What follows belongs to an exercise in optimizing a design on an open flow for small area and a short achievable clock period; a production flow would make more cautious choices.

==> wip/fjord <==
==> flow/design.v <==
module FPGA #(parameter NUM_OF_TAPS = 6, SIZE = 20, NUM_OF_MODULES = 16) (
	input clk,
	input wire rst,
	input wire rx,
	output wire tx,
	output reg found_smth,
	output wire startedmod,
	output wire t1, t2, t3
);
assign t1 = 1'b0;
assign t2 = 1'b0;
assign t3 = 1'b0;
wire [NUM_OF_MODULES*8-1:0] heads;
wire [NUM_OF_MODULES-1:0] rot;
wire [7:0] wbus;
wire [NUM_OF_MODULES-1:0] found;
wire [NUM_OF_MODULES-1:0] failure;
wire [NUM_OF_MODULES-1:0] ena;
assign startedmod = ena[0];
Interface #(.NUM_OF_MODULES(NUM_OF_MODULES)) interfejs (
	.clk     (clk),
	.rst     (rst),
	.rx      (rx),
	.tx      (tx),
	.found   (found),
	.failure (failure),
	.ena     (ena),
	.rot     (rot),
	.wbus    (wbus),
	.heads   (heads)
);
genvar k;
generate
for (k = 0; k < NUM_OF_MODULES; k = k + 1) begin: eng
	NLFSR #(.SIZE(SIZE)) rejestr (
		.clk     (clk),
		.rst     (rst),
		.ena     (ena[k]),
		.rot     (rot[k]),
		.wbus    (wbus),
		.head    (heads[k*8 +: 8]),
		.failure (failure[k]),
		.found   (found[k])
	);
end
endgenerate
always @(posedge clk) begin
	if (rst)
		found_smth <= 1'b0;
	else if (found != {NUM_OF_MODULES{1'b0}})
		found_smth <= 1'b1;
end
endmodule
module Interface #(parameter NUM_OF_MODULES = 16)(
	input  clk,
	input  rst,
	input  rx,
	output tx,
	input  [NUM_OF_MODULES-1:0] found,
	input  [NUM_OF_MODULES-1:0] failure,
	output reg [NUM_OF_MODULES-1:0] ena,
	output [NUM_OF_MODULES-1:0]   rot,
	output [7:0]                  wbus,
	input  [NUM_OF_MODULES*8-1:0] heads
);
wire [7:0] byte_in;
reg  [7:0] byte_out;
reg        transmit_byte;
reg  [3:0] which;
localparam [3:0]
	IDLE          = 4'd0,
	RECEIVE       = 4'd1,
	ASSIGN_TO_REG = 4'd2,
	CONFIRM       = 4'd3,
	TRANSMIT_POLY = 4'd4,
	FOUND         = 4'd5,
	FAILURE       = 4'd6,
	RESET         = 4'd7,
	CAN_RECEIVE   = 4'd8,
	WAIT_FOR_ACCK = 4'd9,
	SIGNAL_FOUND  = 4'd10;
localparam [7:0]
	START     = 8'hf0,
	END       = 8'hff,
	ACCK      = 8'hf1,
	FAIL      = 8'hf2,
	CAN_REC   = 8'hf4,
	SIG_FOUND = 8'hf3;
reg [3:0] state;
reg [5:0] receive_count;
reg [3:0] assign_count;
reg [3:0] i;
wire tx_ready;
wire take_byte;
Transmitter transmitter (
	.clk  (clk),
	.res  (rst),
	.drl  (transmit_byte),
	.load (tx_ready),
	.din  (byte_out),
	.tx   (tx)
);
Receiver receiver (
	.clk  (clk),
	.res  (rst),
	.rx   (rx),
	.take (take_byte),
	.dout (byte_in)
);
reg [3:0] tgt;
integer t;
always @(*) begin
	tgt = 4'd0;
	for (t = NUM_OF_MODULES - 1; t >= 0; t = t - 1)
		if (!ena[t]) tgt = t;
end
wire go_can = (state == IDLE) && found == {NUM_OF_MODULES{1'b0}} && failure == {NUM_OF_MODULES{1'b0}} &&
              take_byte && byte_in == START && ena != {NUM_OF_MODULES{1'b1}};
wire go_wr  = (state == RECEIVE) && take_byte && byte_in != END;
reg       sq_busy;
reg       sq_clr;
reg [2:0] sq_cnt;
always @(posedge clk) begin
	if (rst)
		sq_busy <= 1'b0;
	else if (go_can || go_wr)
		sq_busy <= 1'b1;
	else if (sq_cnt == 3'd5)
		sq_busy <= 1'b0;
	if (go_can || go_wr) begin
		sq_clr <= go_can;
		sq_cnt <= 3'd0;
	end else
		sq_cnt <= sq_cnt + 1'b1;
end
wire rd_step = (state == TRANSMIT_POLY) && tx_ready && i >= 4'd1 && i <= 4'd6;
wire [3:0] sel = (state == TRANSMIT_POLY) ? which : tgt;
wire [7:0] head_sel = heads[sel*8 +: 8];
wire inject = (receive_count == {3'b000, sq_cnt} + 6'd2);
assign wbus = !sq_busy ? head_sel : sq_clr ? 8'h00 : inject ? byte_in : head_sel;
wire do_rot = sq_busy | rd_step;
genvar e;
generate
for (e = 0; e < NUM_OF_MODULES; e = e + 1) begin: ROT
	assign rot[e] = do_rot && (sel == e);
end
endgenerate
always @(posedge clk) begin
	if (rst) begin
		byte_out <= 8'h00;
		transmit_byte <= 1'b0;
		state <= IDLE;
		receive_count <= 1;
		assign_count <= 0;
		i <= 0;
		ena <= {NUM_OF_MODULES{1'b0}};
	end else
	case (state)
		RESET: begin
			byte_out <= 8'h00;
			transmit_byte <= 1'b0;
			state <= IDLE;
			receive_count <= 1;
			assign_count <= 0;
			i <= 0;
		end
		IDLE: begin
			if (found != {NUM_OF_MODULES{1'b0}}) begin
				state <= SIGNAL_FOUND;
				transmit_byte <= 1'b1;
				byte_out <= SIG_FOUND;
			end else if (take_byte && byte_in == START && ena != {NUM_OF_MODULES{1'b1}}) begin
				state <= CAN_RECEIVE;
				transmit_byte <= 1'b1;
				byte_out <= CAN_REC;
			end
			if (failure != {NUM_OF_MODULES{1'b0}})
				state <= FAILURE;
		end
		CAN_RECEIVE: begin
			if (tx_ready) begin
				state <= RECEIVE;
				transmit_byte <= 1'b0;
			end
		end
		RECEIVE: begin
			if (take_byte) begin
				if (byte_in == END)
					state <= ASSIGN_TO_REG;
				else
					receive_count <= receive_count + 1;
			end
		end
		ASSIGN_TO_REG: begin
			if (ena[assign_count] == 1'b0) begin
				ena[assign_count] <= 1'b1;
				byte_out <= ACCK;
				transmit_byte <= 1'b1;
				state <= CONFIRM;
			end else
				assign_count <= assign_count + 1;
		end
		SIGNAL_FOUND: begin
			if (tx_ready) begin
				state <= WAIT_FOR_ACCK;
				transmit_byte <= 1'b0;
			end
		end
		WAIT_FOR_ACCK: begin
			if (take_byte) begin
				if (byte_in == ACCK)
					state <= FOUND;
				else
					state <= IDLE;
			end
		end
		FOUND: begin
			if (found[i] == 1'b1) begin
				which <= i;
				transmit_byte <= 1'b1;
				state <= TRANSMIT_POLY;
				i <= 0;
			end else
				i <= i + 1;
		end
		TRANSMIT_POLY: begin
			if (tx_ready) begin
				if (i >= 4'd1 && i <= 4'd6) begin
					byte_out <= head_sel;
					ena[which] <= 1'b0;
				end
				if (i == 4'd7)
					byte_out <= END;
				if (i == 4'd8) begin
					transmit_byte <= 1'b0;
					state <= RESET;
				end
				i <= i + 1;
			end
		end
		FAILURE: begin
			if (failure[i] == 1'b1) begin
				ena[i] <= 1'b0;
				byte_out <= FAIL;
				transmit_byte <= 1'b1;
				state <= CONFIRM;
			end else
				i <= i + 1;
		end
		CONFIRM: begin
			if (tx_ready)
				state <= RESET;
		end
		default: state <= state;
	endcase
end
endmodule
module NLFSR #(parameter SIZE = 20)(
	input             clk,
	input             rst,
	input             ena,
	input             rot,
	input      [7:0]  wbus,
	output     [7:0]  head,
	output            failure,
	output            found
);
localparam integer CTAP = (SIZE == 9) ? 4 : (SIZE == 11) ? 2 : (SIZE == 7 || SIZE == 15) ? 1 : 3;
reg [SIZE-1:0] nstate;
reg [SIZE-1:0] cnt;
reg [1:0] st;
assign found   = st[1] & ~st[0];
assign failure = st[1] &  st[0];
reg [47:0] co;
always @(posedge clk)
	if (rot) co <= {wbus, co[47:8]};
assign head = co[7:0];
wire [SIZE-1:0] state = {~nstate[SIZE-1:1], nstate[0]};
wire [31:0] sx;
genvar k;
generate
for (k = 0; k < 32; k = k + 1) begin: SX
	if (k >= 1 && k < SIZE && k <= 19) assign sx[k] = state[k];
	else assign sx[k] = 1'b0;
end
endgenerate
wire [6:1] taps;
generate
for (k = 1; k <= 6; k = k + 1) begin: TAPSY
	wire [7:0] c = co[k*8-1 -: 8];
	assign taps[k] = (c[7:5] == 3'b000) & sx[c[4:0]];
end
endgenerate
wire feedback = state[0] ^ (taps[1] & taps[2]) ^ taps[3] ^ taps[4] ^ taps[5] ^ taps[6];
wire at_init  = &nstate;
wire cnt_home = &cnt;
always @(posedge clk) begin
	nstate <= {~(ena & feedback), nstate[SIZE-1:2], ~(ena & nstate[1])};
	cnt    <= {~ena | (cnt[0] ^ cnt[CTAP]), cnt[SIZE-1:1]};
end
always @(posedge clk) begin
	if (rst || !ena)
		st <= 2'b00;
	else if (st == 2'b00)
		st <= 2'b01;
	else if (st == 2'b01 && at_init)
		st <= cnt_home ? 2'b10 : 2'b11;
end
endmodule
module Receiver #(parameter [15:0] BIT_RATE_VAL = 16'h01B0) (
	input wire clk,
	input wire res,
	input wire rx,
	output wire take,
	output wire [7:0] dout
);
localparam [8:0] BR = BIT_RATE_VAL[8:0];
reg [2:0] FSM;
reg [3:0] bit_count;
reg [8:0] clk_count;
reg [8:0] received;
assign dout = received[7:0];
assign take = (FSM == 3'h5);
always @(posedge clk) begin
	if (res)
		FSM <= 3'h0;
	else begin
		case (FSM)
			3'h0: if (!rx) FSM <= 3'h1;
			3'h1: FSM <= 3'h2;
			3'h2: if (clk_count == 9'h000) FSM <= 3'h3;
			3'h3: FSM <= 3'h4;
			3'h4: if (bit_count == 4'h0) FSM <= 3'h5; else FSM <= 3'h2;
			default: FSM <= 3'h0;
		endcase
	end
end
always @(posedge clk) begin
	if (FSM == 3'h1)
		bit_count <= 4'ha;
	if (FSM == 3'h3)
		bit_count <= bit_count - 1;
end
always @(posedge clk) begin
	if (FSM == 3'h1)
		clk_count <= {1'b0, BR[8:1]};
	if (FSM == 3'h3)
		clk_count <= BR;
	if (FSM == 3'h2)
		clk_count <= clk_count - 1;
end
always @(posedge clk) begin
	if (FSM == 3'h3)
		received <= {rx, received[8:1]};
end
endmodule
module Transmitter #(parameter [15:0] BIT_RATE_VAL = 16'h01B0)(
	input wire clk,
	input wire res,
	input wire drl,
	output wire load,
	input wire [7:0] din,
	output wire tx
);
localparam [8:0] BR = BIT_RATE_VAL[8:0];
reg [2:0] FSM;
reg [3:0] bit_count;
reg [8:0] clk_count;
reg [9:0] transmit;
reg tx_reg;
assign tx = tx_reg;
assign load = (FSM == 3'h1);
always @(posedge clk) begin
	if (res)
		FSM <= 3'h0;
	else begin
		case (FSM)
			3'h0: if (drl) FSM <= 3'h1;
			3'h1: FSM <= 3'h2;
			3'h2: FSM <= 3'h3;
			3'h3: FSM <= 3'h4;
			3'h4: if (clk_count == 9'h000) FSM <= 3'h5;
			3'h5: if (bit_count == 4'h0) FSM <= 3'h0; else FSM <= 3'h3;
			default: FSM <= 3'h0;
		endcase
	end
end
always @(posedge clk) begin
	if (FSM == 3'h2)
		bit_count <= 4'ha;
	if (FSM == 3'h3)
		bit_count <= bit_count - 1;
end
always @(posedge clk) begin
	if (FSM == 3'h3)
		clk_count <= BR;
	if (FSM == 3'h4)
		clk_count <= clk_count - 1;
end
always @(posedge clk) begin
	if (FSM == 3'h2)
		transmit <= {1'b1, din, 1'b0};
	if (FSM == 3'h3)
		transmit <= {1'b0, transmit[9:1]};
end
always @(posedge clk) begin
	if (res)
		tx_reg <= 1'b1;
	else if (FSM == 3'h3)
		tx_reg <= transmit[0];
end
endmodule
==> flow/flow/run.sh <==
#!/bin/bash
# The standard layout (the standard.sh, which runs the standard synthesis
# unchanged), with repair_timing asked for more setup slack than the 10 ns
# clock needs, so that the layout's critical paths get sized and buffered
# down towards the period the design can reach.
set -euo pipefail
MARGIN=$(cat flow/setup_margin)
bash standard.sh SETUP_SLACK_MARGIN=$MARGIN finish > standard.log 2>&1
==> flow/flow/setup_margin <==
6.8
==> flow/standard.sh <==
#!/bin/bash
# synth_recipe.tcl (not shown) runs the flow's synth.tcl, then flattens the netlist and writes it again
# the make line also repeats each setting of config.mk as NAME=value (left out here)
make -C /OpenROAD-flow-scripts/flow DESIGN_CONFIG=/design/flow/config.mk WORK_HOME=/design/flow/orfs CLKGATE_MAP_FILE= SYNTH_SCRIPT=/design/flow/synth_recipe.tcl "${@:-finish}"
==> flow/config.mk <==
export PLATFORM = sky130hd
export DESIGN_NAME = FPGA
export DESIGN_NICKNAME = FPGA
export VERILOG_FILES = /design/flow/design.v
export SDC_FILE = /design/flow/constraint.sdc
export NUM_CORES = 8
export LEC_CHECK = 0
export CAP_MARGIN = 20
export CORE_MARGIN = 2
export CORE_UTILIZATION = 60
export PLACE_DENSITY_LB_ADDON = 0.2
export SLEW_MARGIN = 20
==> flow/constraint.sdc <==
create_clock -name core_clock -period 10.0 [get_ports {clk}]
set_input_delay 2.0000 -clock core_clock [delete_from_list [all_inputs] [get_ports {clk}]]
set_output_delay 2.0000 -clock core_clock [all_outputs]
set_load 0.01 [all_outputs]
==> wip/juniper (differences from wip/fjord) <==
--- a/flow/design.v
+++ b/flow/design.v
@@ -117,32 +117,36 @@
 wire go_can = (state == IDLE) && found == {NUM_OF_MODULES{1'b0}} && failure == {NUM_OF_MODULES{1'b0}} &&
               take_byte && byte_in == START && ena != {NUM_OF_MODULES{1'b1}};
 wire go_wr  = (state == RECEIVE) && take_byte && byte_in != END;
+wire rd_step = (state == TRANSMIT_POLY) && tx_ready && i >= 4'd1 && i <= 4'd6;
 reg       sq_busy;
 reg       sq_clr;
 reg [2:0] sq_cnt;
+reg       rot_q, zero_q, inj_q, rd_q;
+reg [3:0] sel_q;
 always @(posedge clk) begin
 	if (rst)
 		sq_busy <= 1'b0;
 	else if (go_can || go_wr)
 		sq_busy <= 1'b1;
-	else if (sq_cnt == 3'd5)
+	else if (sq_cnt == 3'd6)
 		sq_busy <= 1'b0;
 	if (go_can || go_wr) begin
 		sq_clr <= go_can;
 		sq_cnt <= 3'd0;
 	end else
 		sq_cnt <= sq_cnt + 1'b1;
+	rot_q  <= sq_busy && sq_cnt <= 3'd5;
+	zero_q <= sq_busy && sq_clr;
+	inj_q  <= sq_busy && !sq_clr && receive_count == {3'b000, sq_cnt} + 6'd2;
+	rd_q   <= rd_step;
+	sel_q  <= (state == TRANSMIT_POLY) ? which : tgt;
 end
-wire rd_step = (state == TRANSMIT_POLY) && tx_ready && i >= 4'd1 && i <= 4'd6;
-wire [3:0] sel = (state == TRANSMIT_POLY) ? which : tgt;
-wire [7:0] head_sel = heads[sel*8 +: 8];
-wire inject = (receive_count == {3'b000, sq_cnt} + 6'd2);
-assign wbus = !sq_busy ? head_sel : sq_clr ? 8'h00 : inject ? byte_in : head_sel;
-wire do_rot = sq_busy | rd_step;
+wire [7:0] head_sel = heads[sel_q*8 +: 8];
+assign wbus = zero_q ? 8'h00 : inj_q ? byte_in : head_sel;
 genvar e;
 generate
 for (e = 0; e < NUM_OF_MODULES; e = e + 1) begin: ROT
-	assign rot[e] = do_rot && (sel == e);
+	assign rot[e] = (rot_q || rd_q) && (sel_q == e);
 end
 endgenerate
 always @(posedge clk) begin
@@ -192,8 +196,8 @@
 			end
 		end
 		ASSIGN_TO_REG: begin
-			if (ena[assign_count] == 1'b0) begin
-				ena[assign_count] <= 1'b1;
+			if (assign_count == tgt) begin
+				ena[tgt] <= 1'b1;
 				byte_out <= ACCK;
 				transmit_byte <= 1'b1;
 				state <= CONFIRM;
@@ -315,44 +319,37 @@
 	output wire [7:0] dout
 );
 localparam [8:0] BR = BIT_RATE_VAL[8:0];
-reg [2:0] FSM;
+localparam [8:0] FIRST = {1'b0, BR[8:1]} + 9'd2;
+localparam [8:0] NEXT  = BR + 9'd2;
+reg       busy;
 reg [3:0] bit_count;
 reg [8:0] clk_count;
-reg [8:0] received;
-assign dout = received[7:0];
-assign take = (FSM == 3'h5);
+reg [7:0] received;
+wire tick = (clk_count == 9'd0);
+assign take = busy & tick & (bit_count == 4'd0);
+assign dout = received;
 always @(posedge clk) begin
 	if (res)
-		FSM <= 3'h0;
-	else begin
-		case (FSM)
-			3'h0: if (!rx) FSM <= 3'h1;
-			3'h1: FSM <= 3'h2;
-			3'h2: if (clk_count == 9'h000) FSM <= 3'h3;
-			3'h3: FSM <= 3'h4;
-			3'h4: if (bit_count == 4'h0) FSM <= 3'h5; else FSM <= 3'h2;
-			default: FSM <= 3'h0;
-		endcase
-	end
+		busy <= 1'b0;
+	else if (!busy)
+		busy <= !rx;
+	else if (take)
+		busy <= 1'b0;
 end
 always @(posedge clk) begin
-	if (FSM == 3'h1)
+	if (!busy) begin
+		clk_count <= FIRST;
 		bit_count <= 4'ha;
-	if (FSM == 3'h3)
-		bit_count <= bit_count - 1;
-end
-always @(posedge clk) begin
-	if (FSM == 3'h1)
-		clk_count <= {1'b0, BR[8:1]};
-	if (FSM == 3'h3)
-		clk_count <= BR;
-	if (FSM == 3'h2)
-		clk_count <= clk_count - 1;
-end
-always @(posedge clk) begin
-	if (FSM == 3'h3)
-		received <= {rx, received[8:1]};
+	end else if (!tick)
+		clk_count <= clk_count - 1'b1;
+	else begin
+		clk_count <= (bit_count == 4'd1) ? 9'd1 : NEXT;
+		bit_count <= bit_count - 1'b1;
+	end
 end
+always @(posedge clk)
+	if (busy && tick && bit_count != 4'd0 && bit_count != 4'd1)
+		received <= {rx, received[7:1]};
 endmodule
 module Transmitter #(parameter [15:0] BIT_RATE_VAL = 16'h01B0)(
 	input wire clk,
==> flow/flow/setup_margin (replaced) <==
6.9
Settings changed: CTS_CLUSTER_DIAMETER set to 100, CTS_CLUSTER_SIZE set to 24.
==> wip/quartz (differences from wip/fjord) <==
--- a/flow/design.v
+++ b/flow/design.v
@@ -10,8 +10,8 @@
 assign t1 = 1'b0;
 assign t2 = 1'b0;
 assign t3 = 1'b0;
-wire [NUM_OF_MODULES*8-1:0] heads;
-wire [NUM_OF_MODULES-1:0] rot;
+wire [NUM_OF_MODULES*48-1:0] co_all;
+wire [NUM_OF_MODULES*6-1:0] co_we;
 wire [7:0] wbus;
 wire [NUM_OF_MODULES-1:0] found;
 wire [NUM_OF_MODULES-1:0] failure;
@@ -25,9 +25,9 @@
 	.found   (found),
 	.failure (failure),
 	.ena     (ena),
-	.rot     (rot),
+	.co_we   (co_we),
 	.wbus    (wbus),
-	.heads   (heads)
+	.co_all  (co_all)
 );
 genvar k;
 generate
@@ -36,9 +36,9 @@
 		.clk     (clk),
 		.rst     (rst),
 		.ena     (ena[k]),
-		.rot     (rot[k]),
+		.we      (co_we[k*6 +: 6]),
 		.wbus    (wbus),
-		.head    (heads[k*8 +: 8]),
+		.co      (co_all[k*48 +: 48]),
 		.failure (failure[k]),
 		.found   (found[k])
 	);
@@ -59,9 +59,9 @@
 	input  [NUM_OF_MODULES-1:0] found,
 	input  [NUM_OF_MODULES-1:0] failure,
 	output reg [NUM_OF_MODULES-1:0] ena,
-	output [NUM_OF_MODULES-1:0]   rot,
-	output [7:0]                  wbus,
-	input  [NUM_OF_MODULES*8-1:0] heads
+	output [NUM_OF_MODULES*6-1:0]  co_we,
+	output [7:0]                   wbus,
+	input  [NUM_OF_MODULES*48-1:0] co_all
 );
 wire [7:0] byte_in;
 reg  [7:0] byte_out;
@@ -107,44 +107,33 @@
 	.take (take_byte),
 	.dout (byte_in)
 );
-reg [3:0] tgt;
-integer t;
-always @(*) begin
-	tgt = 4'd0;
-	for (t = NUM_OF_MODULES - 1; t >= 0; t = t - 1)
-		if (!ena[t]) tgt = t;
-end
-wire go_can = (state == IDLE) && found == {NUM_OF_MODULES{1'b0}} && failure == {NUM_OF_MODULES{1'b0}} &&
-              take_byte && byte_in == START && ena != {NUM_OF_MODULES{1'b1}};
-wire go_wr  = (state == RECEIVE) && take_byte && byte_in != END;
-reg       sq_busy;
-reg       sq_clr;
-reg [2:0] sq_cnt;
-always @(posedge clk) begin
-	if (rst)
-		sq_busy <= 1'b0;
-	else if (go_can || go_wr)
-		sq_busy <= 1'b1;
-	else if (sq_cnt == 3'd5)
-		sq_busy <= 1'b0;
-	if (go_can || go_wr) begin
-		sq_clr <= go_can;
-		sq_cnt <= 3'd0;
-	end else
-		sq_cnt <= sq_cnt + 1'b1;
-end
-wire rd_step = (state == TRANSMIT_POLY) && tx_ready && i >= 4'd1 && i <= 4'd6;
-wire [3:0] sel = (state == TRANSMIT_POLY) ? which : tgt;
-wire [7:0] head_sel = heads[sel*8 +: 8];
-wire inject = (receive_count == {3'b000, sq_cnt} + 6'd2);
-assign wbus = !sq_busy ? head_sel : sq_clr ? 8'h00 : inject ? byte_in : head_sel;
-wire do_rot = sq_busy | rd_step;
-genvar e;
+wire [NUM_OF_MODULES-1:0] target = ~ena & (ena + 1'b1);
+wire in_receive = (state == RECEIVE);
+wire clear_tgt  = (state == CAN_RECEIVE);
+wire wr_byte    = in_receive & take_byte & (byte_in != END);
+wire [5:0] pos_we;
+genvar p, e;
 generate
-for (e = 0; e < NUM_OF_MODULES; e = e + 1) begin: ROT
-	assign rot[e] = do_rot && (sel == e);
+for (p = 0; p < 6; p = p + 1) begin: POS
+	assign pos_we[p] = clear_tgt | (wr_byte & (receive_count == p + 1));
+end
+for (e = 0; e < NUM_OF_MODULES; e = e + 1) begin: WE
+	assign co_we[e*6 +: 6] = pos_we & {6{target[e]}};
 end
 endgenerate
+assign wbus = byte_in & {8{in_receive}};
+wire [47:0] rep_co = co_all[which*48 +: 48];
+reg  [7:0]  rep_byte;
+always @(*) begin
+	case (i)
+		4'd1: rep_byte = rep_co[7:0];
+		4'd2: rep_byte = rep_co[15:8];
+		4'd3: rep_byte = rep_co[23:16];
+		4'd4: rep_byte = rep_co[31:24];
+		4'd5: rep_byte = rep_co[39:32];
+		default: rep_byte = rep_co[47:40];
+	endcase
+end
 always @(posedge clk) begin
 	if (rst) begin
 		byte_out <= 8'h00;
@@ -226,7 +215,7 @@
 		TRANSMIT_POLY: begin
 			if (tx_ready) begin
 				if (i >= 4'd1 && i <= 4'd6) begin
-					byte_out <= head_sel;
+					byte_out <= rep_byte;
 					ena[which] <= 1'b0;
 				end
 				if (i == 4'd7)
@@ -259,23 +248,24 @@
 	input             clk,
 	input             rst,
 	input             ena,
-	input             rot,
+	input      [5:0]  we,
 	input      [7:0]  wbus,
-	output     [7:0]  head,
+	output reg [47:0] co,
 	output            failure,
 	output            found
 );
+localparam [SIZE-1:0] INIT_VAL = {{SIZE-1{1'b0}}, 1'b1};
+localparam [SIZE-1:0] CNT_INIT = {SIZE{1'b1}};
 localparam integer CTAP = (SIZE == 9) ? 4 : (SIZE == 11) ? 2 : (SIZE == 7 || SIZE == 15) ? 1 : 3;
-reg [SIZE-1:0] nstate;
+reg [SIZE-1:0] state;
 reg [SIZE-1:0] cnt;
 reg [1:0] st;
 assign found   = st[1] & ~st[0];
 assign failure = st[1] &  st[0];
-reg [47:0] co;
+integer b;
 always @(posedge clk)
-	if (rot) co <= {wbus, co[47:8]};
-assign head = co[7:0];
-wire [SIZE-1:0] state = {~nstate[SIZE-1:1], nstate[0]};
+	for (b = 0; b < 6; b = b + 1)
+		if (we[b]) co[b*8 +: 8] <= wbus;
 wire [31:0] sx;
 genvar k;
 generate
@@ -292,11 +282,16 @@
 end
 endgenerate
 wire feedback = state[0] ^ (taps[1] & taps[2]) ^ taps[3] ^ taps[4] ^ taps[5] ^ taps[6];
-wire at_init  = &nstate;
-wire cnt_home = &cnt;
+wire at_init  = (state == INIT_VAL);
+wire cnt_home = (cnt == CNT_INIT);
 always @(posedge clk) begin
-	nstate <= {~(ena & feedback), nstate[SIZE-1:2], ~(ena & nstate[1])};
-	cnt    <= {~ena | (cnt[0] ^ cnt[CTAP]), cnt[SIZE-1:1]};
+	if (ena) begin
+		state <= {feedback, state[SIZE-1:1]};
+		cnt   <= {cnt[0] ^ cnt[CTAP], cnt[SIZE-1:1]};
+	end else begin
+		state <= INIT_VAL;
+		cnt   <= CNT_INIT;
+	end
 end
 always @(posedge clk) begin
 	if (rst || !ena)
==> flow/run.sh (new file) <==
#!/bin/bash
# synth_recipe.tcl (not shown) runs the flow's synth.tcl, then flattens the netlist and writes it again
# the make line also repeats each setting of config.mk as NAME=value (left out here)
make -C /OpenROAD-flow-scripts/flow DESIGN_CONFIG=/design/flow/config.mk WORK_HOME=/design/flow/orfs CLKGATE_MAP_FILE= SYNTH_SCRIPT=/design/flow/synth_recipe.tcl finish
Settings changed: CAP_MARGIN 20 to 30, CORE_UTILIZATION 60 to 40, PLACE_DENSITY_LB_ADDON 0.2 to unset, SLEW_MARGIN 20 to 30.
removed: flow/flow/run.sh
removed: flow/flow/setup_margin
removed: flow/standard.sh
==> comparison table <==
|  | wip/juniper | wip/quartz | wip/fjord |
|---|---|---|---|
| Run status | no timing/DRC/antenna violations | no timing/DRC/antenna violations | no timing/DRC/antenna violations |
| Routing usage on met3 | 3.77% | 6.60% | 6.70% |
| Layout inverter count without the clock tree | 45 | 86 | 62 |
| Number of gates resized after CTS | 31 | 0 | 146 |
| Post-layout net count | 4233 | 5437 | 4610 |
| Area occupied by multi-input gates | 0.0233 mm² | 0.0332 mm² | 0.0246 mm² |
| Internal reg-to-reg setup slack | 7.00 ns | 5.86 ns | 6.65 ns |
| Synthesis-stage register bit count | 1550 | 1540 | 1545 |
| Non-clock buffering overhead | 0.412% | 0.543% | 2.39% |
| First element of the critical path | interfejs.ena[0] | interfejs.ena[0] | interfejs.state[1] |
| Xor and xnor area share after synthesis | 1.82% | 1.69% | 1.79% |
| Transition at the pin with the smallest max-transition slack | 1.02 ns | 1.13 ns | 1.00 ns |
| Number of cells in the finished layout apart from fillers | 5646 | 8013 | 6109 |
| Highest-delay cell along the critical path | sky130_fd_sc_hd__dfxtp_4 | sky130_fd_sc_hd__clkdlybuf4s50_1 | sky130_fd_sc_hd__or4b_4 |
| Largest net degree at the start of global routing | 49 | 127 | 49 |
| Length of routed met3 wiring | 10.7 mm | 28.7 mm | 17.8 mm |
| WP depth | 1 | 2 | 15 |
| Post-synthesis simple-gate area fraction | 9.63% | 15.8% | 9.99% |
| Sink count of the clock tree | 1550 | 1540 | 1545 |
| Post-CTS Setup Bufs | 1 | 0 | 58 |
| Routed Wire Length | 147 mm | 246 mm | 168 mm |
| Length of routed met2 wiring | 69.2 mm | 111 mm | 74.8 mm |
| Post-route met1 wirelength | 61.7 mm | 93.4 mm | 67.8 mm |
| Number of design-rule violations left by the first detailed-router iteration | 4554 | 7600 | 5932 |
No functional check of the RTL was part of any run of this note.

## what the ideal ports hide
The results above use ideal ports. As a check the final layouts listed here were re-extracted and re-timed, cells and wires unchanged.
Step 1, drivers: a clkbuf_16 drives clk and a buf_2 each remaining input, both assumed.
Step 2 moves the port delays by t, midway between the first and last clock arrival at a register: inputs arrive t later, outputs are due t later. That takes back most of the time a late clock gives input paths.
a / b / c = ideal ports / drivers / drivers and shift; a / b = the first two.
run | t, ns | setup WS [ns] | worst hold slack (ns) | slew at the worst register clock pin (ns) | worst slew at a driven data input, ns
wip/fjord | 0.831 | 6.651 / 6.651 / 6.092 | 0.344 / 0.344 / 0.344 | 0.07 / 0.07 | 0.03
wip/juniper | 0.749 | 6.832 / 6.758 / 6.195 | 0.339 / 0.339 / 0.339 | 0.10 / 0.10 | 0.05
wip/quartz | 0.879 | 5.642 / 5.560 / 5.739 | 0.420 / 0.420 / 0.420 | 0.08 / 0.08 | 0.06
After both steps every run listed still meets setup and hold. For wip/juniper, which loses most, drivers alone change the setup slack by -0.074 ns; drivers and shift together by -0.637 ns.
